From an optimization exercise on the open Yosys and OpenROAD flow, aimed at small area, a short achievable clock period and few clock cycles; shortcuts taken in it are not production practice. At most, simulation tests tie the RTL to the original design; equivalence was not proved. For runs 3 and 6, only the layout was checked, not whether the RTL still works. Power figures rest on the tool's default switching activity, not on a simulated workload.

===== config.mk =====
export PLATFORM = sky130hd
export DESIGN_NAME = processing_element_avalon_interface
export DESIGN_NICKNAME = processing_element_avalon_interface
export VERILOG_FILES = /design/flow/design.v
export SDC_FILE = /design/flow/constraint.sdc
export NUM_CORES = 4
export LEC_CHECK = 0
export CAP_MARGIN = 20
export CORE_MARGIN = 2
export CORE_UTILIZATION = 40
export SLEW_MARGIN = 20

===== design.v =====
module processing_element_fsm (
    input wire clk,
    input wire rst,
    input wire start,
    input signed [7:0] image_sector_0,
    input signed [7:0] image_sector_1,
    input signed [7:0] image_sector_2,
    input signed [7:0] image_sector_3,
    input signed [7:0] image_sector_4,
    input signed [7:0] image_sector_5,
    input signed [7:0] image_sector_6,
    input signed [7:0] image_sector_7,
    input signed [7:0] image_sector_8,
    input signed [7:0] filter_value_0,
    input signed [7:0] filter_value_1,
    input signed [7:0] filter_value_2,
    input signed [7:0] filter_value_3,
    input signed [7:0] filter_value_4,
    input signed [7:0] filter_value_5,
    input signed [7:0] filter_value_6,
    input signed [7:0] filter_value_7,
    input signed [7:0] filter_value_8,
    output reg signed [31:0] result,
    output reg done
);
    wire signed [15:0] p0 = image_sector_0 * filter_value_0;
    wire signed [15:0] p1 = image_sector_1 * filter_value_1;
    wire signed [15:0] p2 = image_sector_2 * filter_value_2;
    wire signed [15:0] p3 = image_sector_3 * filter_value_3;
    wire signed [15:0] p4 = image_sector_4 * filter_value_4;
    wire signed [15:0] p5 = image_sector_5 * filter_value_5;
    wire signed [15:0] p6 = image_sector_6 * filter_value_6;
    wire signed [15:0] p7 = image_sector_7 * filter_value_7;
    wire signed [15:0] p8 = image_sector_8 * filter_value_8;
    wire signed [19:0] sum1 = p0 + p1;
    wire signed [19:0] sum2 = p2 + p3;
    wire signed [19:0] sum3 = p4 + p5;
    wire signed [19:0] sum4 = p6 + p7;
    wire signed [19:0] sum5 = sum1 + sum2;
    wire signed [19:0] sum6 = sum3 + sum4;
    wire signed [31:0] final_sum = sum5 + sum6 + p8;
    reg [1:0] state;
    parameter IDLE = 2'd0, COMPUTE = 2'd1, DONE = 2'd2;
    always @(posedge clk or posedge rst) begin
        if (rst) begin
            state <= IDLE;
            result <= 0;
            done <= 0;
        end else begin
            case (state)
                IDLE: begin
                    done <= 0;
                    if (start)
                        state <= COMPUTE;
                end
                COMPUTE: begin
                    result <= final_sum;  
                    done <= 1;
                    state <= DONE;
                end
                DONE: begin
                    done <= 1;
                    state <= IDLE;
                end
            endcase
        end
    end
endmodule
module processing_element_avalon_interface (
    input csi_clockreset_clk,
    input csi_clockreset_reset_n,
    input [7:0] avs_s1_address,
    input avs_s1_read,
    input avs_s1_write,
    input [31:0] avs_s1_writedata,
    output reg [31:0] avs_s1_readdata
);
    reg signed [7:0] img_0, img_1, img_2;
    reg signed [7:0] img_3, img_4, img_5;
    reg signed [7:0] img_6, img_7, img_8;
    reg signed [7:0] filt_0, filt_1, filt_2;
    reg signed [7:0] filt_3, filt_4, filt_5;
    reg signed [7:0] filt_6, filt_7, filt_8;
    reg start;
    wire signed [31:0] result;
    wire done;
    processing_element_fsm pe_inst (
        .clk(csi_clockreset_clk),
        .rst(~csi_clockreset_reset_n),
        .start(start),
        .image_sector_0(img_0), .image_sector_1(img_1), .image_sector_2(img_2),
        .image_sector_3(img_3), .image_sector_4(img_4), .image_sector_5(img_5),
        .image_sector_6(img_6), .image_sector_7(img_7), .image_sector_8(img_8),
        .filter_value_0(filt_0), .filter_value_1(filt_1), .filter_value_2(filt_2),
        .filter_value_3(filt_3), .filter_value_4(filt_4), .filter_value_5(filt_5),
        .filter_value_6(filt_6), .filter_value_7(filt_7), .filter_value_8(filt_8),
        .result(result),
        .done(done)
    );
    always @(posedge csi_clockreset_clk) begin
        if (!csi_clockreset_reset_n) begin
            img_0 <= 0; img_1 <= 0; img_2 <= 0;
            img_3 <= 0; img_4 <= 0; img_5 <= 0;
            img_6 <= 0; img_7 <= 0; img_8 <= 0;
            filt_0 <= 0; filt_1 <= 0; filt_2 <= 0;
            filt_3 <= 0; filt_4 <= 0; filt_5 <= 0;
            filt_6 <= 0; filt_7 <= 0; filt_8 <= 0;
            start <= 0;
        end else if (avs_s1_write) begin
            case (avs_s1_address)
                8'd0:  img_0 <= avs_s1_writedata;
                8'd1:  img_1 <= avs_s1_writedata;
                8'd2:  img_2 <= avs_s1_writedata;
                8'd3:  img_3 <= avs_s1_writedata;
                8'd4:  img_4 <= avs_s1_writedata;
                8'd5:  img_5 <= avs_s1_writedata;
                8'd6:  img_6 <= avs_s1_writedata;
                8'd7:  img_7 <= avs_s1_writedata;
                8'd8:  img_8 <= avs_s1_writedata;
                8'd9:  filt_0 <= avs_s1_writedata;
                8'd10: filt_1 <= avs_s1_writedata;
                8'd11: filt_2 <= avs_s1_writedata;
                8'd12: filt_3 <= avs_s1_writedata;
                8'd13: filt_4 <= avs_s1_writedata;
                8'd14: filt_5 <= avs_s1_writedata;
                8'd15: filt_6 <= avs_s1_writedata;
                8'd16: filt_7 <= avs_s1_writedata;
                8'd17: filt_8 <= avs_s1_writedata;
                8'd18: start  <= avs_s1_writedata[0];
            endcase
        end
    end
    always @(*) begin
        case (avs_s1_address)
            8'd30: avs_s1_readdata = result;
            8'd31: avs_s1_readdata = done;
            default: avs_s1_readdata = 32'd0;
        endcase
    end
endmodule

===== constraint.sdc =====
create_clock -name core_clock -period 12.5 [get_ports {csi_clockreset_clk}]
set_input_delay 2.5000 -clock core_clock [delete_from_list [all_inputs] [get_ports {csi_clockreset_clk}]]
set_output_delay 2.5000 -clock core_clock [all_outputs]
set_load 0.01 [all_outputs]

===== run.sh =====
#!/bin/bash
# synth_recipe.tcl (not shown) runs the flow's synth.tcl, then flattens the netlist and writes it again
# the make line also repeats each setting of config.mk as NAME=value (left out here)
make -C /OpenROAD-flow-scripts/flow DESIGN_CONFIG=/design/flow/config.mk WORK_HOME=/design/flow/orfs CLKGATE_MAP_FILE= SYNTH_SCRIPT=/design/flow/synth_recipe.tcl finish

==> results by group, run 1 <==
Status
  – Status: timing/DRC/antenna clean

Pwr
  – Power Density: around 37 nW/um^2
  – Total power: 1.42 mW
  – Peak supply drop: about 0.11 mV
  – Leak Pwr: around 20 nW

Yosys
  – Unique masters post-synth: 69
  – Mapped Nets: 4,752
  – Synth Cell Area: 35,200 sq um
  – Syn avg cell area: between 9 and 10 sq um
  – Sequential fraction of the synthesis area: 10.7%
  – Most used DFF post-synth: dfxtp_1
  – EDFF count, synth: 0
  – Gate Count Post-Synth: about 3,700
  – Number of synthesized register bits: 180
  – Fraction of registers with async set/reset: around a fifth
  – Synth warn: 2

GRT
  – Initial antenna violation count: 0
  – First-pass GRT wire length: 140,000 microns
  – Vias in the first global route: 25,700
  – Largest net degree at the start of global routing: just under 80
  – Gr ovfl total: 0
  – GRT Overall Usage: about a fifth

Setup path
  – Crit Path Max Fanout: 9
  – Critical path launch point type: flop
  – Worst stage delay on the critical path: between 500 and 600 ps
  – Critical-path top delay cell: fa_1
  – Critical path arrival: ~12,000 ps
  – Worst setup EP type: flop
  – Delay-heaviest family, CP: adder cells
  – Buf/Inv on CP: 5
  – Critical path class: flop to flop
  – R2R Setup Slk: 530 ps
  – CP Data Required Time: roughly 13,000 ps
  – Most used cell, CP: fa_1

Timing
  – Final Worst Setup Slack: approximately 530 ps
  – Final setup fails: 0
  – Max Clock Freq: about 0.084 GHz
  – Slew @ Worst Pin: 1030 ps
  – Fin. Hold Viols: 0
  – Final Skew: roughly 15 ps
  – Final period util: a little over nine tenths
  – Final slew viol count: 0
  – Slew margin rel.: approximately 31%
  – Final min period: 11,970 ps

Floorplanning
  – Cell Rows: around 110
  – Die height: between 300 and 400 microns
  – Die span in x: between 300 and 400 microns
  – Die ar.: approximately 90,000 sq um
  – Core area: a little under 90,000 sq um
  – # IOs: 76
  – Initial Util: roughly two fifths

Routing
  – Final wirelength: just over 80,000 microns
  – # DRC: 0
  – Vias: roughly 24,000
  – DR iter-0 viols: 987
  – Vias per cell: between 4 and 5
  – Drt pass-1 iters: 5
  – Post-DR wirelength/cell: ~17 microns
  – Final ANT Viol Nets: 0

Clock tree
  – Worst-Skew Late Latency: 510 ps
  – CTS tree: built
  – Root Buffer: clkbuf_16
  – CTS Buf Count: 17
  – Clock slew at reported path FFs: ~80 ps
  – Clock Path Buffers: 2
  – Htree depth: 4
  – Clk sinks: 180

Hold path
  – Hold Crit Class: flop to flop

Placement
  – Post-placement worst setup slack: about 280 ps
  – # port buffers: 50
  – HPWL after detailed placement: between 60,000 and 70,000 microns
  – Placer Congestion: ~0.85

Run
  – Max Cap Viol: 0

Cells and area
  – Final nets: 4,777
  – Syn-to-layout area delta: 8.31%
  – Diodes inserted: 0
  – Area occupied by multi-input gates: 28,200 sq um
  – Fillers: around 8,600
  – Share of layout cells above drive strength 1: 5.26%
  – Register Area: between 3000 and 4000 sq um
==> power by group <==
part / internal, mW / switching [mW]
registers: 0.604 / 0.0157
clock network: 0.347 / 0.282
logic: 0.0629 / 0.105
total: 1.01 / 0.402
==> final timing paths <==
path                                        startpoint                        endpoint  depth (start not counted)
max in group asynchronous       csi_clockreset_reset_n   pe_inst.result[0]$_DFFE_PN0N_                          3
worst max-delay path            filt_6[1]$_SDFFE_PN0P_  pe_inst.result[23]$_DFFE_PN0N_                         42
worst min register to register      start$_SDFFE_PN0P_              start$_SDFFE_PN0P_                          2
worst min-delay path                start$_SDFFE_PN0P_              start$_SDFFE_PN0P_                          2
min in group asynchronous       csi_clockreset_reset_n   pe_inst.result[5]$_DFFE_PN0N_                          1
worst max register to register  filt_6[1]$_SDFFE_PN0P_  pe_inst.result[23]$_DFFE_PN0N_                         42
==> kinds of logic after synthesis <==
family	Yosys count	synth area share, %
DFF	180	10.7
AOI/OAI and AO/OA	311	5.99
adders and majority gates	1000	50.0
and+or+nand+nor	965	14.6
muxes	166	4.79
buffers and inverters	925	9.88
xor gates and xnor gates	161	4.01
==> cell usage after synthesis, types with 3 or more instances <==
| master | count | area, sq um |
|---|---|---|
| inv_1 | 819 | 3070 |
| fa_1 | 675 | 13500 |
| and2_1 | 351 | 2200 |
| ha_1 | 325 | 4070 |
| nand2_1 | 231 | 867 |
| nor2b_1 | 156 | 976 |
| mux2i_1 | 147 | 1470 |
| dfxtp_1 | 145 | 2900 |
| nor2_1 | 132 | 495 |
| xnor2_1 | 117 | 1020 |
| clkbuf_1 | 97 | 364 |
| a21oi_1 | 82 | 410 |
| o21ai_0 | 48 | 240 |
| xor2_1 | 44 | 385 |
| a21o_1 | 36 | 270 |
| dfrtp_1 | 35 | 876 |
| o21a_1 | 34 | 255 |
| nand2b_1 | 32 | 200 |
| mux2_2 | 19 | 214 |
| nor3_1 | 16 | 80.1 |
| a211oi_1 | 14 | 105 |
| o21bai_1 | 14 | 105 |
| o211ai_1 | 11 | 82.6 |
| nand3_1 | 9 | 45.0 |
| and3_1 | 8 | 50.1 |
| a31oi_1 | 7 | 43.8 |
| nor3b_1 | 7 | 52.6 |
| or3_1 | 7 | 43.8 |
| a2111oi_2 | 5 | 75.1 |
| nand4_1 | 5 | 31.3 |
| o21ai_1 | 5 | 25.0 |
| o31a_1 | 5 | 43.8 |
| o31ai_1 | 5 | 37.5 |
| o41ai_1 | 5 | 43.8 |
| a21boi_0 | 4 | 30.0 |
| clkinv_1 | 4 | 15.0 |
| o311ai_1 | 4 | 35.0 |
| a211o_1 | 3 | 26.3 |
| a31o_2 | 3 | 26.3 |
| and4_1 | 3 | 26.3 |
| buf_2 | 3 | 15.0 |
| o2111ai_1 | 3 | 26.3 |
==> state kept, by name (all words and copies together) (netlist names), 2 cells and up <==
name and count:
filt_8 8, img_8 8, img_5 8, filt_4 8, pe_inst.result 32, filt_3 8, filt_6 8, filt_1 8
img_3 8, filt_2 8, img_4 8, filt_7 8, img_7 8, filt_5 8, pe_inst.state 2, img_2 8
img_1 8, img_0 8, filt_0 8, img_6 8
==> placed cells by master, fill, tap and decap left out, types with 8 or more instances in the layout <==
cell | Yosys | routed
clkdlybuf4s50_1 | 0 | 44
ha_1 | 325 | 319
inv_1 | 819 | 819
nand3_1 | 9 | 9
buf_4 | 0 | 59
a211oi_1 | 14 | 11
xor2_1 | 44 | 41
o21bai_1 | 14 | 14
and2_1 | 351 | 349
mux2_2 | 19 | 19
nand2b_1 | 32 | 32
xnor2_1 | 117 | 112
mux2i_1 | 147 | 147
fa_1 | 675 | 675
nor3_1 | 16 | 16
dfxtp_1 | 145 | 123
dfrtp_1 | 35 | 35
o21ai_0 | 48 | 45
o211ai_1 | 11 | 11
nor2b_1 | 156 | 156
and3_1 | 8 | 8
nor2_1 | 132 | 130
clkbuf_16 | 0 | 19
a21oi_1 | 82 | 76
nand2_1 | 231 | 231
dfxtp_2 | 0 | 19
a21o_1 | 36 | 36
o21a_1 | 34 | 34
==> what timing repair did <==
item / in CTS / in global routing
buffers inserted: 0 / 6
gates resized for setup: 0 / 74
setup endpoints to repair: 0 / 14
hold buffers: 0 / 0
==> worst min-delay path, delay by kind of cell, from the launching register on <==
family / cells / cell delay, ps
AOI/OAI and AO/OA: 1 / 70
DFF: 1 / 320
and+or+nand+nor: 1 / 50
==> per-stage QoR <==
| stage | instances | util (%) | instance area [sq um] | setup TNS, ps | hold WS (ps) |
|---|---|---|---|---|---|
| 6_report | 4900 | 43.8 | 38100 | 0 | 476 |
| 4_1_cts | 4894 | 43.4 | 37800 | 0 | 479 |
| 5_1_grt | 4900 | 43.8 | 38100 | -76.8 | 516 |
| 3_5_place_dp | 4863 | 42.7 | 37100 | 0 | 465 |
| 3_3_place_gp | 4863 | 42.7 | 37100 | 0 | 459 |
| 2_1_floorplan | 3708 | - | 35200 | 0 | 443 |
==> routing by layer <==
metal  track usage, %  vias to the layer above  part of all wire [%]  routed length, microns
met5                0                        -                     0                       0
met4             3.62                        0                   1.4                    1190
met3             2.32                       70                   2.6                    2190
met2             32.2                      297                    48                   39500
met1             27.9                    12200                    48                   39800
li1                 -                    11300                     -                       -
==> layout make-up <==
cell class | count | share of cell area [%]
clock buffer | 21 | 1.29
clock inverter | 10 | 0.401
inverter | 823 | 8.11
multi-input combinational | 2603 | 74.0
sequential | 180 | 10.0
tap | 1155 | 3.79
timing repair buffer | 108 | 2.38
Testbench counts, summed over its fixed seeds: cycles 43,200.
==> run 2, diff against run 1 <==
==> design.v (replaced) <==
module processing_element_fsm (
    input wire clk,
    input wire rst,
    input wire [8:0] delta,    
    input wire [7:0] other,    
    output wire signed [31:0] result
);
    reg signed [8:0] d_q;
    reg signed [7:0] o_q;
    reg signed [18:0] acc;
    always @(posedge clk) begin
        d_q <= delta;
        o_q <= other;
    end
    always @(posedge clk)
        if (rst) acc <= 19'sd0;
        else acc <= acc + d_q * o_q;
    assign result = {{13{acc[18]}}, acc};
endmodule
module processing_element_avalon_interface (
    input csi_clockreset_clk,
    input csi_clockreset_reset_n,
    input [7:0] avs_s1_address,
    input avs_s1_read,
    input avs_s1_write,
    input [31:0] avs_s1_writedata,
    output reg [31:0] avs_s1_readdata
);
    wire clk = csi_clockreset_clk;
    wire rst = ~csi_clockreset_reset_n;
    wire wen = avs_s1_write & ~rst;
    wire [7:0] a = avs_s1_address;
    reg [7:0] img [0:8];
    reg [7:0] filt [0:8];
    reg start;
    wire [7:0] din = rst ? 8'd0 : avs_s1_writedata[7:0];
    wire [8:0] sel_x, sel_w;
    reg  [7:0] xs, ws;
    integer k;
    genvar i;
    generate
        for (i = 0; i < 9; i = i + 1) begin : g_op
            assign sel_x[i] = wen & (a == i);
            assign sel_w[i] = wen & (a == i + 9);
            always @(posedge clk)
                if (rst | sel_x[i]) img[i] <= din;
            always @(posedge clk)
                if (rst | sel_w[i]) filt[i] <= din;
        end
    endgenerate
    always @(*) begin
        xs = 8'd0;
        ws = 8'd0;
        for (k = 0; k < 9; k = k + 1) begin
            if (sel_x[k] | sel_w[k]) begin
                xs = xs | img[k];
                ws = ws | filt[k];
            end
        end
    end
    wire is_x = |sel_x;
    wire [7:0] old_v   = is_x ? xs : ws;
    wire [7:0] other_v = is_x ? ws : xs;
    wire [8:0] delta = {din[7], din} - {old_v[7], old_v};
    always @(posedge clk)
        if (rst) start <= 1'b0;
        else if (wen & (a == 8'd18)) start <= avs_s1_writedata[0];
    wire signed [31:0] result;
    processing_element_fsm pe_inst (
        .clk(clk),
        .rst(rst),
        .delta(delta),
        .other(other_v),
        .result(result)
    );
    always @(*) begin
        case (a)
            8'd30: avs_s1_readdata = result;
            8'd31: avs_s1_readdata = {31'd0, start};
            default: avs_s1_readdata = 32'd0;
        endcase
    end
endmodule
==> run 2 against run 1 <==
Effect of this change:
- combinational power down 26%
- global-route usage down 1.7 points
- count of clock-buffer cells in the layout down 4
- critical path type is now input pin to primary output
- critical endpoint is now avs_s1_readdata[24]
- largest cell class unchanged
==> results by group, run 2 <==
GRT
  – Initial antenna violation count: 0
  – Gr ovfl total: 0
  – Vias in the first global route: roughly 7,100
  – First-pass GRT wire length: ~39,000 microns
  – Largest net degree at the start of global routing: 40
  – GRT Overall Usage: about 18%

Yosys
  – Synth top cells by count: 144 x edfxtp_1, 98 x inv_1, 69 x and2_1, 63 x fa_1, 57 x ha_1
  – Synth Cell Area: 10,800 sq um
  – Fraction of registers with async set/reset: 0%
  – Synth warn: 4
  – Unique masters post-synth: 61
  – Mapped Nets: approximately 1,100
  – Most instantiated library cell after synthesis: edfxtp_1
  – Most used DFF post-synth: edfxtp_1
  – Syn avg cell area: between 10 and 15 sq um
  – Sequential fraction of the synthesis area: a little under half
  – Number of synthesized register bits: ~180
  – Area share of the largest cell type after synthesis: ~40%
  – EDFF count, synth: approximately 140
  – Post-synth top area cell: edfxtp_1
  – Top cells by area, synth: edfxtp_1 40%, fa_1 12%, dfxtp_1 6.8%
  – Gate Count Post-Synth: approximately 900

Placement
  – Placed cell area: 11,700 sq um
  – # port buffers: 50
  – HPWL after detailed placement: ~17,000 microns
  – Placed Cells: ~1,300
  – Placer Congestion: roughly 0.8

Hold path
  – Hold Crit Class: flop to flop
  – Hold Path Depth: 2

Setup path
  – Setup crit start: avs_s1_address[2]
  – Cells on worst reg2reg path: 22
  – Worst setup EP type: primary output
  – Cells along the critical path: clkdlybuf4s50_1 -> buf_4 -> nand2_1 -> nor3_1 -> buf_4 -> and2_1 -> clkdlybuf4s50_1
  – Worst r2r src: pe_inst.o_q[2]$_DFF_P_
  – R2r endpoint: pe_inst.acc[18]$_SDFF_PN0_
  – Critical path arrival: roughly 5000 ps
  – Critical-path top delay cell: clkdlybuf4s50_1
  – Critical path launch point type: input pin
  – CP Data Required Time: ~10,000 ps
  – Critical Path End: avs_s1_readdata[24]
  – Critical path class: input pin to primary output
  – Crit Path Max Fanout: 34
  – Worst stage delay on the critical path: between 600 and 700 ps
  – R2R Setup Slk: roughly 6400 ps

Cells and area
  – Final instance area: around 12,000 sq um
  – Syn-to-layout area delta: 13.4%
  – Biggest regs: filt (72), img (72), pe_inst.acc (19)
  – Share of layout cells above drive strength 1: approximately 10%
  – Most frequent cells in the layout: 144 x edfxtp_1, 98 x inv_1, 69 x and2_1, 63 x fa_1, 57 x ha_1
  – Final nets: between 1,000 and 1,500
  – Diodes inserted: 0
  – Finished Layout Cells: 1,301
  – Final Util: roughly 46%
  – Commonest non-fill, non-tap cell in the layout: edfxtp_1

Timing
  – Final TNS setup: 0 ps
  – Final slew viol count: 0
  – Slew @ Worst Pin: between 900 and 1000 ps
  – Slew margin rel.: approximately 33%
  – Final min period: 7480 ps
  – RSZ-0062 raised after global routing: false
  – Max Clock Freq: around 0.13 GHz
  – Final period util: about three fifths
  – Final Skew: about 24 ps
  – Final setup fails: 0
  – Fin. Hold Viols: 0

Routing
  – Vias per cell: approximately 5.3
  – Final wirelength: 24,200 microns
  – Vias: 6,953
  – DR iter-0 viols: 606
  – Post-DR wirelength/cell: between 15 and 20 microns
  – Final ANT Viol Nets: 0
  – # DRC: 0
  – Drt pass-1 iters: 6

Pwr
  – Power Density: about 110 nW/um^2
  – Peak supply drop: between 0.08 and 0.09 mV
  – Leak Pwr: slightly below 5 nW

Floorplanning
  – Die ar.: 28,400 sq um
  – # IOs: between 70 and 80
  – Die height: about 170 microns
  – Core area: roughly 27,000 sq um
  – Cell Rows: 60
  – Initial Util: about two fifths
  – Die span in x: 169 microns

Clock tree
  – Hold buffers post-CTS: 0
  – Worst-Skew Late Latency: ~430 ps
  – Htree depth: 4
  – Clock Path Buffers: 2
  – # Post-CTS Setup Buffers: 0
  – Post-cts resize count: 0
  – Clk sinks: between 150 and 200
  – Clock slew at reported path FFs: about 70 ps
  – CTS tree: built
  – CTS Buf Count: 17
  – Root Buffer: clkbuf_16

Status
  – Status: timing/DRC/antenna clean

Run
  – Max Cap Viol: 0
==> run 2: changes by cell type after synthesis, sizes merged, moves of 92 or more <==
cell,previous run,this run
inv,819,98
fa,675,63
and2,351,69
ha,325,57
nand2,231,40
nor2b,156,3
edfxtp,0,144
mux2i,147,9
dfxtp,145,37
nor2,134,40
xnor2,117,25
==> run 2: final cells by class <==
cell class | instances | area (sq um)
Multi-Input combinational cell | 576 | 5170
Clock buffer | 17 | 425
Fill cell | 2422 | 14500
Clock inverter | 14 | 160
Inverter | 98 | 368
Sequential cell | 181 | 5060
Tap cell | 341 | 427
Timing Repair Buffer | 74 | 681
==> run 2: how the worst min path moves through the flow <==
stage / endpoint / startpoint / slack [ps]
final: start$_SDFFE_PN0P_ / start$_SDFFE_PN0P_ / 480
after CTS: start$_SDFFE_PN0P_ / start$_SDFFE_PN0P_ / 480
after detailed placement: start$_SDFFE_PN0P_ / start$_SDFFE_PN0P_ / 470
after floorplan: start$_SDFFE_PN0P_ / start$_SDFFE_PN0P_ / 450
after global placement: start$_SDFFE_PN0P_ / start$_SDFFE_PN0P_ / 470
after global routing: start$_SDFFE_PN0P_ / start$_SDFFE_PN0P_ / 520
==> run 2: cells by family after synthesis <==
group,after synthesis,synth area share [%]
AND/OR/NAND/NOR,203,10.4
AO/OA/AOI/OAI,171,11.5
multiplexers,46,4.68
flip-flops,181,46.7
XOR/XNOR,36,2.91
adder cells (fa/ha/maj),120,18.2
buffers and inverters,138,5.60
==> run 2: metal layers <==
layer	GRT usage [%]	vias up	part of all wire, %
li1	-	3322	-
met1	24.2	3458	46
met2	30.3	151	48
met3	2.24	22	4.1
met4	5.10	0	1.5
met5	0	-	0
==> run 2: worst max-delay path, delay by kind of cell <==
family	cells	cell delay (ps)
buffers and inverters	4	1680
and+or+nand+nor	3	770
==> run 2: through the flow <==
stage          worst slack, ps  power (mW)  hold WS (ps)
2_1_floorplan             6070       0.816           453
3_3_place_gp              5050       0.864           472
3_5_place_dp              5010       0.866           470
4_1_cts                   5010        1.41           483
5_1_grt                   4810        1.44           515
6_report                  5020        1.39           483
==> run 2: report_power, final <==
| group | switching [mW] | internal [mW] | total, mW |
|---|---|---|---|
| Sequential | 0.0255 | 0.702 | 0.728 |
| Clock | 0.269 | 0.268 | 0.537 |
| Combinational | 0.0750 | 0.0497 | 0.125 |
Testbench counts of run 2, summed over its fixed seeds: cycles 36,800.
==> run 3, diff against run 2 <==
--- a/design.v
+++ b/design.v
@@ -30,4 +30,11 @@
     wire rst = ~csi_clockreset_reset_n;
-    wire wen = avs_s1_write & ~rst;
     wire [7:0] a = avs_s1_address;
+    reg       wr_v;
+    reg [4:0] wr_a;
+    reg [7:0] wr_d;
+    always @(posedge clk) begin
+        wr_v <= ~rst & avs_s1_write & (a < 8'd18);
+        wr_a <= a[4:0];
+        wr_d <= avs_s1_writedata[7:0];
+    end
     reg [7:0] img [0:8];
@@ -35,3 +42,4 @@
     reg start;
-    wire [7:0] din = rst ? 8'd0 : avs_s1_writedata[7:0];
+    wire [7:0] din = rst ? 8'd0 : wr_d;
+    wire live = wr_v & ~rst;
     wire [8:0] sel_x, sel_w;
@@ -42,4 +50,4 @@
         for (i = 0; i < 9; i = i + 1) begin : g_op
-            assign sel_x[i] = wen & (a == i);
-            assign sel_w[i] = wen & (a == i + 9);
+            assign sel_x[i] = live & (wr_a == i);
+            assign sel_w[i] = live & (wr_a == i + 9);
             always @(posedge clk)
@@ -63,6 +71,6 @@
     wire [7:0] other_v = is_x ? ws : xs;
-    wire [8:0] delta = {din[7], din} - {old_v[7], old_v};
+    wire [8:0] delta = {wr_d[7], wr_d} - {old_v[7], old_v};
     always @(posedge clk)
         if (rst) start <= 1'b0;
-        else if (wen & (a == 8'd18)) start <= avs_s1_writedata[0];
+        else if (avs_s1_write & (a == 8'd18)) start <= avs_s1_writedata[0];
     wire signed [31:0] result;
==> flow/run.sh (new file) <==
#!/bin/bash
# Standard ORFS layout, with repair_timing asked to leave extra setup slack so
# that the fixed input/output paths are built fast. The SDC is the standard flow's own.
set -euo pipefail
bash standard.sh SETUP_SLACK_MARGIN=7 MATCH_CELL_FOOTPRINT=0 \
  "BUFFER_PORTS_ARGS=-buffer_cell sky130_fd_sc_hd__buf_2" finish > standard_flow.log 2>&1
==> standard.sh (new file) <==
#!/bin/bash
# synth_recipe.tcl (not shown) runs the flow's synth.tcl, then flattens the netlist and writes it again
# the make line also repeats each setting of config.mk as NAME=value (left out here)
make -C /OpenROAD-flow-scripts/flow DESIGN_CONFIG=/design/flow/config.mk WORK_HOME=/design/flow/orfs CLKGATE_MAP_FILE= SYNTH_SCRIPT=/design/flow/synth_recipe.tcl "${@:-finish}"
removed: run.sh
==> run 3 against run 2 <==
Effect of this change:
- still clean
- flip-flop and latch count up 14
- design area rose by 9.3%
- utilization is 2.2 points higher
- synthesized cell count is 11% higher
- combinational power decreased by about 40%
- via count is 11% higher
- sequential power grew 2%
- count of clock-buffer cells in the layout is 1 higher
- clock power grew 6.9%
- sequential share of layout area is 1.2 points lower
- critical path type unchanged
==> results by group, run 3 <==
Yosys
  – Most used DFF post-synth: edfxtp_1
  – Synth top cells by count: 144 x edfxtp_1, 98 x inv_1, 73 x and2_1, 63 x fa_1, 61 x nand2_1
  – Unique masters post-synth: 62
  – Sequential fraction of the synthesis area: a little under half
  – Mapped Nets: about 1,200
  – Top cells by area, synth: edfxtp_1 38%, fa_1 11%, dfxtp_1 9.0%
  – Fraction of registers with async set/reset: 0%
  – Synth Cell Area: around 11,000 sq um
  – Gate Count Post-Synth: 993
  – Most instantiated library cell after synthesis: edfxtp_1
  – EDFF count, synth: 144
  – Number of synthesized register bits: about 200
  – Synth warn: 4
  – Post-synth top area cell: edfxtp_1
  – Syn avg cell area: between 10 and 15 sq um
  – Area share of the largest cell type after synthesis: 38.0%

Setup path
  – Cells on worst reg2reg path: 23
  – Critical-path top delay cell: and2_4
  – Worst r2r src: pe_inst.o_q[2]$_DFF_P_
  – R2r endpoint: pe_inst.acc[18]$_SDFF_PN0_
  – Crit Path Max Fanout: 7
  – Setup crit start: avs_s1_address[7]
  – Critical path launch point type: input pin
  – Worst setup EP type: primary output
  – Critical path class: input pin to primary output
  – Cells along the critical path: buf_6 -> nor3_4 -> nand3_2 -> nor3_4 -> buf_12 -> and2_4 -> buf_6
  – R2R Setup Slk: around 7000 ps
  – Critical path arrival: 3700 ps
  – CP Data Required Time: about 10,000 ps
  – Buf/Inv on CP: 3
  – Delay-heaviest family, CP: simple AND/OR/NAND/NOR gates
  – Worst stage delay on the critical path: 240 ps

Run
  – Max Cap Viol: 0

Pwr
  – Leak Pwr: 5.67 nW
  – Peak supply drop: ~0.088 mV
  – Total power: between 1 and 1.5 mW
  – Power Density: about 100 nW/um^2

Routing
  – Vias per cell: 5.28
  – DR iter-0 viols: 580
  – Drt pass-1 iters: 6
  – Vias: approximately 7,700
  – # DRC: 0
  – Final ANT Viol Nets: 0
  – Final wirelength: ~27,000 microns
  – Post-DR wirelength/cell: approximately 18 microns

Timing
  – Final Skew: 22.9 ps
  – Fin. Hold Viols: 0
  – Final period util: slightly below 50%
  – Final slew viol count: 0
  – Slew margin rel.: a little under two fifths
  – Final min period: 6200 ps
  – Max Clock Freq: about 0.16 GHz
  – Final setup fails: 0
  – Slew @ Worst Pin: 920 ps
  – RSZ-0062 raised after global routing: true
  – Final Worst Setup Slack: roughly 6300 ps
  – Worst hold slack: a little over 500 ps
  – Final TNS setup: 0 ps

Placement
  – HPWL after detailed placement: ~18,000 microns
  – Placer Congestion: around 0.8
  – Placed cell area: roughly 12,000 sq um
  – Placed Cells: 1,398
  – # port buffers: 50
  – Post-placement worst setup slack: between 5000 and 6000 ps

Cells and area
  – Commonest non-fill, non-tap cell in the layout: edfxtp_1
  – Diodes inserted: 0
  – Share of layout cells above drive strength 1: about a fifth
  – Syn-to-layout area delta: 18.0%
  – Fillers: around 2,600
  – Final nets: 1,237
  – Most frequent cells in the layout: 144 x edfxtp_1, 96 x inv_1, 67 x and2_1, 60 x nand2_1, 60 x fa_1
  – Finished Layout Cells: between 1,000 and 1,500
  – Biggest regs: filt (72), img (72), pe_inst.acc (19)
  – Final instance area: 13,400 sq um
  – Final Util: roughly half

GRT
  – Busiest layer in global routing: met2
  – GR Layer Usage met3: under 10%
  – Vias in the first global route: about 7,800
  – Largest net degree at the start of global routing: 50
  – M2 GR Usage: around 33%
  – GRT Overall Usage: between 10% and 20%
  – Met1 Use GR: ~22%
  – First-pass GRT wire length: about 42,000 microns
  – Initial antenna violation count: 0
  – Gr ovfl total: 0

Floorplanning
  – Cell Rows: 61
  – Core area: between 20,000 and 30,000 sq um
  – Die ar.: 29,800 sq um
  – # IOs: 76
  – Die height: around 170 microns
  – Die span in x: 173 microns
  – Initial Util: approximately two fifths

Clock tree
  – Root Buffer: clkbuf_16
  – Hold buffers post-CTS: 0
  – Clock Path Buffers: 2
  – Clock slew at reported path FFs: 80 ps
  – Htree depth: 4
  – Worst-Skew Late Latency: between 400 and 500 ps
  – Clk sinks: just under 200
  – CTS Buf Count: 17
  – CTS tree: built

Hold path
  – Hold path start: start$_SDFFE_PN0P_
  – Worst Hold End: start$_SDFFE_PN0P_
  – Hold Path Depth: 2
  – Hold Crit Class: flop to flop

Status
  – Status: timing/DRC/antenna clean
run 3: logic make-up after synthesis:
| kind of cell | count (synthesis) | synth area share (%) |
|---|---|---|
| AND/OR/NAND/NOR | 253 | 11.1 |
| adder cells (fa/ha/maj) | 120 | 17.3 |
| XOR/XNOR | 35 | 2.76 |
| flip-flops | 195 | 46.9 |
| AO/OA/AOI/OAI | 205 | 13.0 |
| multiplexers | 37 | 3.35 |
| buffers and inverters | 148 | 5.60 |
run 3: final cells by class:
cell class                 instances  area (sq um)  area share (%)
multi-input combinational        651          5700            42.4
tap                              378           473            3.52
clock buffer                      18           429            3.19
timing repair buffer             110           890            6.62
inverter                          98           368            2.74
clock inverter                    14           195            1.45
sequential                       195          5380            40.0
run 3: layer usage:
layer | vias to the layer above | part of all wire [%]
li1 | 3680 | -
met4 | 0 | 1.8
met5 | - | 0
met3 | 29 | 4.1
met1 | 3832 | 41
met2 | 194 | 53
run 3: tightest hold or removal path, delay by kind of cell (launching register included):
kind,cells,cell delay [ps]
multiplexers,1,70
AND/OR/NAND/NOR,1,70
flip-flops,1,340
run 3: worst max path at each step:
stage,to,cells after the start,slack (ps)
4_1_cts,avs_s1_readdata[14],8,6280
5_1_grt,avs_s1_readdata[3],8,6220
6_report,avs_s1_readdata[25],7,6300
3_5_place_dp,pe_inst.d_q[8]$_DFF_P_,17,5730
3_3_place_gp,pe_inst.d_q[8]$_DFF_P_,17,5750
2_1_floorplan,avs_s1_readdata[19],5,6540
run 3: where the power goes:
group          total, mW  internal [mW]  switching (mW)
registers          0.746          0.729          0.0173
clock network      0.574          0.294           0.280
logic             0.0745         0.0251          0.0494
run 3: repair_timing:
item	CTS	global route
buffers inserted	15	17
resized for setup	37	75
cloned	2	0
pin swaps	6	28
endpoints found under the setup margin	45	42
==> run 4, diff against run 3 <==
--- a/design.v
+++ b/design.v
@@ -7,5 +7,5 @@
 );
-    reg signed [8:0] d_q;
-    reg signed [7:0] o_q;
-    reg signed [18:0] acc;
+    reg [8:0] d_q;
+    reg [7:0] o_q;
+    reg [18:0] acc;
     always @(posedge clk) begin
@@ -14,5 +14,20 @@
     end
+    reg [18:0] row;
+    reg [18:0] sum;
+    integer i, j;
+    always @(*) begin
+        sum = acc;
+        for (j = 0; j < 8; j = j + 1) begin
+            row = 19'd0;
+            for (i = 0; i < 9; i = i + 1) begin
+                if ((i == 8) ^ (j == 7)) row[i+j] = ~(d_q[i] & o_q[j]);
+                else row[i+j] = d_q[i] & o_q[j];
+            end
+            sum = sum + row;
+        end
+    end
+    localparam [18:0] K = 19'd459136;
     always @(posedge clk)
-        if (rst) acc <= 19'sd0;
-        else acc <= acc + d_q * o_q;
+        if (rst) acc <= 19'd0;
+        else acc <= sum + K;
     assign result = {{13{acc[18]}}, acc};
@@ -43,3 +58,3 @@
     wire [7:0] din = rst ? 8'd0 : wr_d;
-    wire live = wr_v & ~rst;
+    wire live = wr_v;
     wire [8:0] sel_x, sel_w;
@@ -80,3 +95,3 @@
         .delta(delta),
-        .other(other_v),
+        .other(other_v & {8{~rst}}),
         .result(result)
--- a/flow/run.sh
+++ b/flow/run.sh
@@ -4,3 +4,3 @@
 set -euo pipefail
-bash standard.sh SETUP_SLACK_MARGIN=7 MATCH_CELL_FOOTPRINT=0 \
+bash standard.sh SETUP_SLACK_MARGIN=8 MATCH_CELL_FOOTPRINT=0 \
   "BUFFER_PORTS_ARGS=-buffer_cell sky130_fd_sc_hd__buf_2" finish > standard_flow.log 2>&1
==> run 4 against run 3 <==
Effect of this change:
- worst setup slack improved by 130 ps
- cell count down 15%
- highest routed layer unchanged
- count of clock-buffer cells in the layout shrank 1
- largest cell class is now registers
- clock skew fell by 6.1 ps
- combinational power grew to 6.2 times the previous value
- sequential power increased by 5.5%
- design area decreased by 7.4%
- utilization fell by 0.23 points
- synthesized area fell by 7.4%
==> results by group, run 4 <==
Routing
  – # DRC: 0
  – DR iter-0 viols: between 400 and 500
  – Drt pass-1 iters: 7
  – Final wirelength: around 25,000 microns
  – Vias per cell: ~5.4
  – Final ANT Viol Nets: 0
  – Post-DR wirelength/cell: ~20 microns
  – Vias: between 6,000 and 7,000

Placement
  – HPWL after detailed placement: between 15,000 and 20,000 microns
  – Placer Congestion: between 0.7 and 0.8
  – # port buffers: 50

Setup path
  – Critical-path top delay cell: nor3_4
  – Worst stage delay on the critical path: roughly 210 ps
  – Critical path launch point type: input pin
  – Worst setup EP type: primary output
  – Cells along the critical path: buf_6 -> nor3_4 -> nand3_4 -> nor3_4 -> buf_6 -> buf_12 -> and2_4 -> buf_6
  – Buf/Inv on CP: 4
  – Critical path arrival: around 3600 ps
  – Crit Path Max Fanout: 6
  – Critical path class: input pin to primary output
  – Most used cell, CP: buf_6
  – Delay-heaviest family, CP: simple AND/OR/NAND/NOR gates
  – CP Data Required Time: 10,000 ps

Yosys
  – Most instantiated library cell after synthesis: edfxtp_1
  – Post-synth top area cell: edfxtp_1
  – Top cells by area, synth: edfxtp_1 41%, fa_1 11%, dfxtp_1 9.7%
  – Area share of the largest cell type after synthesis: about two fifths
  – Most used DFF post-synth: edfxtp_1
  – Mapped Nets: 988
  – Synth top cells by count: 144 x edfxtp_1, 63 x ha_1, 60 x and2_1, 60 x inv_1, 58 x fa_1
  – Unique masters post-synth: 60
  – Gate Count Post-Synth: between 800 and 900
  – Synth warn: 4
  – EDFF count, synth: 144
  – Syn avg cell area: ~13 sq um
  – Number of synthesized register bits: roughly 200
  – Synth Cell Area: approximately 11,000 sq um
  – Fraction of registers with async set/reset: 0%
  – Sequential fraction of the synthesis area: roughly half

Clock tree
  – Htree depth: 4
  – CTS Buf Count: 17
  – Clock Path Buffers: 2
  – Clk sinks: roughly 200
  – Clock slew at reported path FFs: roughly 80 ps
  – Hold buffers post-CTS: 0
  – Root Buffer: clkbuf_16
  – CTS tree: built
  – Worst-Skew Late Latency: ~440 ps

GRT
  – Vias in the first global route: approximately 6,600
  – GRT Overall Usage: roughly 18%
  – Initial antenna violation count: 0
  – Met1 Use GR: approximately 24%
  – First-pass GRT wire length: 37,600 microns
  – Gr ovfl total: 0
  – GR Layer Usage met3: 3.34%
  – Busiest layer in global routing: met2
  – M2 GR Usage: around 29%
  – Largest net degree at the start of global routing: a little over 40

Cells and area
  – Most frequent cells in the layout: 144 x edfxtp_1, 58 x inv_1, 57 x ha_1, 56 x fa_1, 55 x nand2_1
  – Register Area: between 5000 and 6000 sq um
  – Commonest non-fill, non-tap cell in the layout: edfxtp_1
  – Final nets: about 1,100
  – Fillers: between 2,000 and 2,500
  – Biggest regs: filt (72), img (72), pe_inst.acc (19)
  – Syn-to-layout area delta: 18.0%
  – Share of layout cells above drive strength 1: 23.2%
  – Area occupied by multi-input gates: between 5000 and 6000 sq um
  – Final Util: a little under half
  – Diodes inserted: 0

Timing
  – Final TNS setup: 0 ps
  – Fin. Hold Viols: 0
  – Slew margin rel.: 27.0%
  – Final period util: 48.6%
  – RSZ-0062 raised after global routing: true
  – Max Clock Freq: between 0.15 and 0.2 GHz
  – Final slew viol count: 0
  – Final setup fails: 0
  – Final min period: 6070 ps
  – Final Skew: around 17 ps
  – Slew @ Worst Pin: 1090 ps

Status
  – Status: timing/DRC/antenna clean

Pwr
  – Leak Pwr: roughly 5.3 nW
  – Total power: approximately 1.8 mW
  – Peak supply drop: about 0.12 mV
  – Power Density: roughly 150 nW/um^2

Run
  – Max Cap Viol: 0

Floorplanning
  – Cell Rows: between 50 and 60
  – # IOs: between 70 and 80
  – Die ar.: about 28,000 sq um
  – Die height: about 170 microns
  – Die span in x: around 170 microns
  – Core area: around 26,000 sq um
  – Initial Util: 40.6%

Hold path
  – Hold Crit Class: flop to flop
[run 4: cell count changes in the layout (fill, tap and decap cells not counted), sizes merged, moves of 18 or more]
cell   previous run  this run
a21oi            33         9
and4              0        18
inv             106        72
mux2i            28         3
nand3            24         6
nor2             59        17
o211a             0        30
[run 4: final timing paths]
check / start / endpoint / slack (ps) / cells past startpoint
max: avs_s1_address[7] / avs_s1_readdata[14] / 6430 / 8
min: start$_SDFFE_PN0P_ / start$_SDFFE_PN0P_ / 510 / 2
max reg2reg: pe_inst.d_q[5]$_DFF_P_ / pe_inst.acc[16]$_SDFF_PN0_ / 8070 / 14
min reg2reg: start$_SDFFE_PN0P_ / start$_SDFFE_PN0P_ / 510 / 2
[run 4: worst min-delay path, stage by stage, from the launching register on]
cell and delay, ps:
dfxtp_1 330, mux2i_1 70, nor2_1 80
[run 4: report_power, final]
| part | switching, mW | internal [mW] |
|---|---|---|
| registers | 0.0319 | 0.755 |
| logic | 0.257 | 0.203 |
| clock network | 0.305 | 0.285 |
| total | 0.594 | 1.24 |
[run 4: kinds of logic (layout without fill, tap and decap cells)]
family | count (synthesis) | in the layout | synth area share (%)
adders and majority gates | 121 | 121 | 18.5
DFF | 195 | 195 | 50.7
buffers and inverters | 109 | 190 | 4.59
AOI/OAI and AO/OA | 148 | 148 | 11.1
xor gates and xnor gates | 21 | 21 | 1.74
and+or+nand+nor | 219 | 219 | 12.3
muxes | 10 | 10 | 1.07
[run 4: timing repair]
item,in CTS,in global routing
buffers inserted,8,14
pin swaps,17,30
gates cloned,1,0
setup endpoints to repair,41,42
resized for setup,45,56
[run 4: area by class of cell]
cell class                      count  area share (%)
Clock buffer                       17            3.42
Tap cell                          335            3.37
Inverter                           60            1.81
Clock inverter                     15            1.75
Sequential cell                   195            43.4
Timing Repair Buffer               98            6.03
Multi-Input combinational cell    519            40.2
[run 4: metrics by stage]
| step | area (sq um) | worst slack, ps | hold WS (ps) | instances |
|---|---|---|---|---|
| after floorplan | 10600 | 6580 | 463 | 823 |
| after global placement | 11200 | 6090 | 478 | 1184 |
| after detailed placement | 11200 | 6060 | 494 | 1184 |
| after CTS | 12100 | 6370 | 515 | 1225 |
| after global routing | 12400 | 6380 | 573 | 1239 |
| final | 12400 | 6430 | 507 | 1239 |
[run 4: routing by layer]
layer | part of all wire [%] | vias up
met3 | 5.0 | 14
met1 | 45 | 3369
met5 | 0 | -
li1 | - | 3165
met2 | 49 | 164
met4 | 1.1 | 0
Testbench counts of run 4, summed over its fixed seeds: cycles 36,800.
==> run 5, diff against run 4 <==
--- a/flow/run.sh
+++ b/flow/run.sh
@@ -4,3 +4,3 @@
 set -euo pipefail
-bash standard.sh SETUP_SLACK_MARGIN=8 MATCH_CELL_FOOTPRINT=0 \
+bash standard.sh SETUP_SLACK_MARGIN=7 MATCH_CELL_FOOTPRINT=0 \
   "BUFFER_PORTS_ARGS=-buffer_cell sky130_fd_sc_hd__buf_2" finish > standard_flow.log 2>&1
==> run 5 against run 4 <==
Effect of this change:
- hold slack gained 3.0 ps
- largest power group unchanged
- register-to-register slack lost 530 ps
- clock power shrank 0.7%
- synthesized area is the same
- largest cell class unchanged
- flip-flop and latch count is the same
- fmax grew 0.11%
- total power shrank 2.4%
- synthesized cell count is the same
- still clean on timing, DRC and antenna
- first-iteration DRC count grew 3.4%
- utilization shrank 1.7 points
- critical path depth is the same
==> results by group, run 5 <==
Pwr
  – Peak supply drop: approximately 0.11 mV
  – Leak Pwr: 5.15 nW
  – Power Density: ~150 nW/um^2

Yosys
  – Synth warn: 4
  – Most used DFF post-synth: edfxtp_1
  – Fraction of registers with async set/reset: 0%
  – Area share of the largest cell type after synthesis: between 40% and 50%
  – Top cells by area, synth: edfxtp_1 41%, fa_1 11%, dfxtp_1 9.7%
  – Sequential fraction of the synthesis area: 50.7%
  – EDFF count, synth: roughly 140
  – Gate Count Post-Synth: 823
  – Unique masters post-synth: 60
  – Synth top cells by count: 144 x edfxtp_1, 63 x ha_1, 60 x and2_1, 60 x inv_1, 58 x fa_1
  – Number of synthesized register bits: 195
  – Post-synth top area cell: edfxtp_1
  – Synth Cell Area: approximately 11,000 sq um
  – Mapped Nets: 988
  – Most instantiated library cell after synthesis: edfxtp_1
  – Syn avg cell area: between 10 and 15 sq um

Floorplanning
  – Initial Util: roughly 41%
  – Die span in x: roughly 170 microns
  – Die height: ~170 microns
  – Die ar.: 27,700 sq um
  – Core area: approximately 26,000 sq um
  – Cell Rows: 59
  – # IOs: 76

Routing
  – Drt pass-1 iters: 5
  – DR iter-0 viols: between 500 and 600
  – Final wirelength: ~24,000 microns
  – Vias: roughly 6,700
  – Final ANT Viol Nets: 0
  – Post-DR wirelength/cell: slightly below 20 microns
  – Vias per cell: 5.46
  – # DRC: 0

Timing
  – Slew @ Worst Pin: approximately 1100 ps
  – RSZ-0062 raised after global routing: true
  – Final min period: between 6000 and 7000 ps
  – Max Clock Freq: 0.165 GHz
  – Final period util: between 40 and 50%
  – Slew margin rel.: approximately a quarter
  – Final Skew: 20.8 ps
  – Final TNS setup: 0 ps
  – Final setup fails: 0
  – Final slew viol count: 0
  – Fin. Hold Viols: 0

Setup path
  – Critical path arrival: around 3600 ps
  – Cells on worst reg2reg path: 13
  – Critical path launch point type: input pin
  – Worst setup EP type: primary output
  – Crit Path Max Fanout: 5
  – Worst r2r src: pe_inst.o_q[6]$_DFF_P_
  – CP Data Required Time: approximately 10,000 ps
  – Critical path class: input pin to primary output
  – R2r endpoint: pe_inst.acc[15]$_SDFF_PN0_
  – R2R Setup Slk: 7540 ps

Clock tree
  – CTS Buf Count: 17
  – Root Buffer: clkbuf_16
  – Hold buffers post-CTS: 0
  – Htree depth: 4
  – Clock Path Buffers: 2
  – Clk sinks: 195
  – Worst-Skew Late Latency: approximately 450 ps
  – Clock slew at reported path FFs: ~70 ps
  – CTS tree: built

Cells and area
  – Biggest regs: filt (72), img (72), pe_inst.acc (19)
  – Final Util: 46.1%
  – Syn-to-layout area delta: 13.7%
  – Most frequent cells in the layout: 144 x edfxtp_1, 63 x ha_1, 60 x inv_1, 58 x fa_1, 56 x nand2_1
  – Diodes inserted: 0
  – Commonest non-fill, non-tap cell in the layout: edfxtp_1
  – Final nets: 1,037
  – Share of layout cells above drive strength 1: 16.2%

Placement
  – Placer Congestion: roughly 0.77
  – HPWL after detailed placement: 16,200 microns
  – # port buffers: 50

GRT
  – Vias in the first global route: around 6,700
  – GRT Overall Usage: ~18%
  – Initial antenna violation count: 0
  – First-pass GRT wire length: about 38,000 microns
  – Gr ovfl total: 0
  – Largest net degree at the start of global routing: 41

Hold path
  – Hold Crit Class: flop to flop
  – Hold Path Depth: 2
  – Worst Hold End: start$_SDFFE_PN0P_
  – Hold path start: start$_SDFFE_PN0P_

Run
  – Max Cap Viol: 0

Status
  – Status: timing/DRC/antenna clean
-- run 5: changes by cell type in the layout (fill, tap and decap cells not counted), moves of 3 or more --
cell | previous run | this run
dfxtp_1 | 34 | 51
buf_4 | 39 | 26
dfxtp_4 | 13 | 0
buf_6 | 18 | 12
ha_1 | 57 | 63
ha_4 | 6 | 0
and2_1 | 46 | 50
and2_4 | 14 | 10
dfxtp_2 | 4 | 0
nand3_1 | 2 | 5
o21ai_1 | 4 | 7
-- run 5: worst max-delay path by stage --
stage	start	endpoint
finish	avs_s1_address[7]	avs_s1_readdata[7]
global route	avs_s1_address[7]	avs_s1_readdata[7]
detailed placement	avs_s1_address[5]	avs_s1_readdata[27]
global placement	avs_s1_address[5]	avs_s1_readdata[26]
floorplan	avs_s1_address[5]	avs_s1_readdata[19]
CTS	avs_s1_address[6]	avs_s1_readdata[6]
-- run 5: cell families (layout without fill, tap and decap cells) --
family / Yosys count / count (layout) / share of synthesized area [%]
compound gates: 148 / 148 / 11.1
xor+xnor: 21 / 21 / 1.74
fa+ha+maj: 121 / 121 / 18.5
buf+inv: 109 / 171 / 4.59
flops: 195 / 195 / 50.7
mux: 10 / 10 / 1.07
simple gates: 219 / 219 / 12.3
-- run 5: metrics by stage --
| step | setup slack (ps) | power (mW) | cells | area (sq um) | hold WS [ps] |
|---|---|---|---|---|---|
| 2_1_floorplan | 6580 | 1.11 | 823 | 10600 | 463 |
| 3_3_place_gp | 6100 | 1.22 | 1182 | 11200 | 476 |
| 3_5_place_dp | 6050 | 1.22 | 1182 | 11200 | 498 |
| 4_1_cts | 6360 | 1.81 | 1220 | 12000 | 517 |
| 5_1_grt | 6360 | 1.91 | 1220 | 12000 | 586 |
| 6_report | 6440 | 1.79 | 1220 | 12000 | 510 |
-- run 5: worst max-delay path, stage by stage --
cell       delay [ps]
buf_6             100
nor3_4            220
nand3_4           110
nor3_4            130
buf_6             150
clkbuf_16         130
and2_4            130
buf_6              90
-- run 5: area by class of cell --
cell class,instances,area [sq um]
Multi-Input combinational cell,519,4780
Fill cell,2347,14000
Clock inverter,15,219
Sequential cell,195,5350
Tap cell,335,419
Inverter,60,225
Timing Repair Buffer,79,571
Clock buffer,17,425
-- run 5: what timing repair did --
| action | CTS | global route |
|---|---|---|
| pin swaps | 6 | 3 |
| setup endpoints to repair | 32 | 32 |
| gates resized for setup | 14 | 6 |
| setup buffers | 5 | 0 |
| gates cloned | 1 | 0 |
-- run 5: metal layers --
layer	GRT usage, %	vias up	part of all wire, %
met3	2.88	37	4.4
li1	-	3113	-
met2	28.8	188	48
met1	24.9	3321	46
met5	0	-	0
met4	4.95	0	2.3
-- run 5: power by group --
part	internal, mW	total [mW]	leakage, nW	switching [mW]
registers	0.756	0.789	1.82	0.0329
clock network	0.284	0.586	0.309	0.302
logic	0.180	0.418	3.02	0.238
total	1.22	1.79	5.15	0.573
==> run 6, diff against run 5 <==
--- a/design.v
+++ b/design.v
@@ -45,11 +45,4 @@
     wire rst = ~csi_clockreset_reset_n;
+    wire wen = avs_s1_write & ~rst;
     wire [7:0] a = avs_s1_address;
-    reg       wr_v;
-    reg [4:0] wr_a;
-    reg [7:0] wr_d;
-    always @(posedge clk) begin
-        wr_v <= ~rst & avs_s1_write & (a < 8'd18);
-        wr_a <= a[4:0];
-        wr_d <= avs_s1_writedata[7:0];
-    end
     reg [7:0] img [0:8];
@@ -57,4 +50,3 @@
     reg start;
-    wire [7:0] din = rst ? 8'd0 : wr_d;
-    wire live = wr_v;
+    wire [7:0] din = rst ? 8'd0 : avs_s1_writedata[7:0];
     wire [8:0] sel_x, sel_w;
@@ -65,4 +57,4 @@
         for (i = 0; i < 9; i = i + 1) begin : g_op
-            assign sel_x[i] = live & (wr_a == i);
-            assign sel_w[i] = live & (wr_a == i + 9);
+            assign sel_x[i] = wen & (a == i);
+            assign sel_w[i] = wen & (a == i + 9);
             always @(posedge clk)
@@ -86,6 +78,6 @@
     wire [7:0] other_v = is_x ? ws : xs;
-    wire [8:0] delta = {wr_d[7], wr_d} - {old_v[7], old_v};
+    wire [8:0] delta = {din[7], din} - {old_v[7], old_v};
     always @(posedge clk)
         if (rst) start <= 1'b0;
-        else if (avs_s1_write & (a == 8'd18)) start <= avs_s1_writedata[0];
+        else if (wen & (a == 8'd18)) start <= avs_s1_writedata[0];
     wire signed [31:0] result;
@@ -95,3 +87,3 @@
         .delta(delta),
-        .other(other_v & {8{~rst}}),
+        .other(other_v),
         .result(result)
==> run 6 against run 5 <==
Effect of this change:
- critical endpoint unchanged
- fmax shrank 3.1%
- sequential power shrank 4.3%
- design area grew 2.8%
- worst setup slack lost 190 ps
- largest power group unchanged
- non-clock buffer count grew 14
- first-iteration DRC count shrank 17%
==> results by group, run 6 <==
Yosys
  – Post-synthesis compound-gate area fraction: around 11%
  – Most instantiated library cell after synthesis: edfxtp_1
  – Synth Cell Area: approximately 11,000 sq um
  – Post-synth top area cell: edfxtp_1
  – EDFF count, synth: 144
  – Fraction of registers with async set/reset: 0%
  – Largest family of logic cells by synthesized area: adder cells
  – Synth warn: 4
  – Most used DFF post-synth: edfxtp_1
  – Gate Count Post-Synth: about 860
  – Sequential fraction of the synthesis area: 48.1%
  – Post-synthesis xor/xnor area fraction: approximately 1.7%
  – Post-synthesis mux area share: under 10%
  – Synth top cells by count: 144 x edfxtp_1, 86 x nand2_1, 63 x and2_1, 63 x ha_1, 59 x inv_1
  – Post-Synth Adder-Cell Area: between 10% and 20%
  – Unique masters post-synth: 55
  – Syn avg cell area: 12.3 sq um
  – Area share of the largest cell type after synthesis: between 40% and 50%
  – Mapped Nets: about 1,000
  – Post-synthesis simple-gate area fraction: approximately 11%
  – Number of synthesized register bits: approximately 180
  – Top cells by area, synth: edfxtp_1 41%, fa_1 11%, ha_1 7.5%

Timing
  – Final slew viol count: 0
  – Max Clock Freq: ~0.16 GHz
  – Slew @ Worst Pin: ~920 ps
  – Slew margin rel.: between 30% and 40%
  – Final min period: around 6300 ps
  – RSZ-0062 raised after global routing: true
  – Final setup fails: 0
  – Final Skew: about 12 ps
  – Final TNS setup: 0 ps
  – Fin. Hold Viols: 0
  – Final period util: approximately half

Hold path
  – Hold Path Depth: 2
  – Worst Hold End: start$_SDFFE_PN0P_
  – Hold Crit Class: flop to flop
  – Hold path start: start$_SDFFE_PN0P_

GRT
  – Largest net degree at the start of global routing: 49
  – First-pass GRT wire length: roughly 38,000 microns
  – Gr ovfl total: 0
  – Vias in the first global route: ~6,900
  – Initial antenna violation count: 0
  – GRT Overall Usage: approximately 18%

Clock tree
  – Worst-Skew Late Latency: 440 ps
  – Hold buffers post-CTS: 0
  – CTS tree: built
  – Clk sinks: 181
  – Clock slew at reported path FFs: 80 ps
  – Htree depth: 4
  – Clock Path Buffers: 2
  – Root Buffer: clkbuf_16
  – CTS Buf Count: 17

Placement
  – Placer Congestion: 0.795
  – # port buffers: 50
  – HPWL after detailed placement: 16,500 microns

Routing
  – Vias: roughly 6,700
  – # DRC: 0
  – Drt pass-1 iters: 5
  – Final ANT Viol Nets: 0
  – Vias per cell: 5.31
  – Post-DR wirelength/cell: just under 20 microns
  – DR iter-0 viols: 428
  – Final wirelength: roughly 24,000 microns

Floorplanning
  – Die height: 166 microns
  – Core area: ~26,000 sq um
  – Die ar.: 27,700 sq um
  – Cell Rows: 59
  – Die span in x: 166 microns
  – Initial Util: about 40%
  – # IOs: between 70 and 80

Cells and area
  – Diodes inserted: 0
  – Share of layout cells above drive strength 1: roughly a fifth
  – Final nets: between 1,000 and 1,500
  – Commonest non-fill, non-tap cell in the layout: edfxtp_1
  – Syn-to-layout area delta: 16.9%
  – Final Util: approximately 47%
  – Biggest regs: filt (72), img (72), pe_inst.acc (19)
  – Most frequent cells in the layout: 144 x edfxtp_1, 86 x nand2_1, 63 x ha_1, 59 x inv_1, 57 x fa_1

Setup path
  – Crit Path Max Fanout: 6
  – Cells on worst reg2reg path: 17
  – CP Data Required Time: approximately 10,000 ps
  – R2r endpoint: pe_inst.acc[18]$_SDFF_PN0_
  – Buf/Inv on CP: 5
  – Worst r2r src: pe_inst.o_q[7]$_DFF_P_
  – Critical-path top delay cell: nor3_4
  – Critical path class: input pin to primary output
  – Worst stage delay on the critical path: between 150 and 200 ps
  – Cells along the critical path: buf_6 -> nor3_4 -> nand4_1 -> buf_6 -> nor3_4 -> buf_12 -> clkbuf_16 -> and2_4 -> buf_6
  – Critical path arrival: approximately 3800 ps
  – Worst setup EP type: primary output
  – Critical path launch point type: input pin
  – CP Depth: 9
  – Most used cell, CP: buf_6
  – R2R Setup Slk: 7340 ps
  – Delay-heaviest family, CP: buffers and inverters

Pwr
  – Power Density: between 100 and 150 nW/um^2
  – Peak supply drop: ~0.13 mV
  – Leak Pwr: about 5.0 nW

Status
  – Status: timing/DRC/antenna clean

Run
  – Max Cap Viol: 0
==> run 6: routing by layer <==
layer / up-vias / track usage [%] / share of wire (%)
met4: 0 / 7.27 / 3.9
met5: - / 0 / 0
li1: 3183 / - / -
met1: 3325 / 22.7 / 43
met3: 42 / 2.91 / 4.0
met2: 160 / 30.9 / 49
==> run 6: timing repair <==
action,CTS,global route
resized for setup,60,14
setup buffers,15,3
gates cloned,4,1
setup endpoints to repair,40,37
pin swaps,8,2
==> run 6: worst max path at each step <==
stage / start / endpoint / slack [ps]
4_1_cts: avs_s1_address[6] / avs_s1_readdata[15] / 6270
2_1_floorplan: avs_s1_address[2] / avs_s1_readdata[19] / 6380
6_report: avs_s1_address[6] / avs_s1_readdata[7] / 6240
3_3_place_gp: avs_s1_address[2] / avs_s1_readdata[18] / 4860
3_5_place_dp: avs_s1_address[2] / avs_s1_readdata[30] / 4800
5_1_grt: avs_s1_address[6] / avs_s1_readdata[15] / 6160
==> run 6: cell families (layout without fill, tap and decap cells) <==
logic type | after synthesis | count (layout)
XOR/XNOR | 20 | 20
AND/OR/NAND/NOR | 216 | 217
multiplexers | 51 | 51
adder cells (fa/ha/maj) | 121 | 121
flip-flops | 181 | 181
AO/OA/AOI/OAI | 153 | 153
buffers and inverters | 115 | 185
==> run 6: worst min-delay path, cell delays in order, from the launching register on <==
cell and delay [ps]:
dfxtp_1 320, mux2i_1 120, nor2b_1 50
==> run 6: final cells by class <==
type,instances,area (sq um)
fill,2325,13700
multi-input combinational,562,5110
sequential,181,5060
timing repair buffer,93,890
clock buffer,17,425
tap,335,419
inverter,60,225
clock inverter,15,183
==> run 6: stage by stage <==
stage	cells	power, mW	setup WS, ps	cell area [sq um]	hold slack, ps
floorplan	857	1.16	6380	10600	482
global placement	1208	1.26	4860	11100	518
detailed placement	1208	1.27	4800	11100	523
CTS	1259	1.82	6270	12200	541
global route	1263	1.93	6160	12300	594
finish	1263	1.81	6240	12300	537
==> run 6: where the power goes <==
group          switching (mW)  internal, mW  leakage, nW
registers              0.0406         0.714         1.69
clock network           0.270         0.271        0.294
logic                   0.270         0.247         3.03
total                   0.581          1.23         5.02

[re-timing with driven ports]
The results above use ideal ports. As a check the final layouts listed here were re-extracted and re-timed, cells and wires unchanged. Step 1 (the two cells are an assumption about what drives the block):
set clk [get_ports {csi_clockreset_clk}]
set_driving_cell -lib_cell sky130_fd_sc_hd__clkbuf_16 $clk
set_driving_cell -lib_cell sky130_fd_sc_hd__buf_2 [delete_from_list [all_inputs] $clk]
Step 2, shift: input delay + t, output delay - t, t = (earliest + latest rising clock arrival at the registers) / 2. This alone moves slack from input paths to output paths. a / b / c = ideal / step 1 / step 2; a / b = the first two.
run | t (ns) | setup slack, ns | clock arrival spread, ns
run 1 | 0.559 | 0.528 / 0.528 / 0.528 | 0.018 / 0.018
run 2 | 0.471 | 5.023 / 5.001 / 5.001 | 0.024 / 0.024
run 3 | 0.478 | 6.302 / 6.265 / 6.265 | 0.023 / 0.023
run 4 | 0.477 | 6.429 / 6.396 / 6.396 | 0.018 / 0.018
run 5 | 0.479 | 6.436 / 6.403 / 6.403 | 0.022 / 0.022
run 6 | 0.481 | 6.243 / 6.212 / 6.212 | 0.013 / 0.012
After both steps every run listed still meets setup and hold. The setup slack of run 3, which loses most, moves by -0.037 ns with the drivers and by -0.037 ns with both steps.
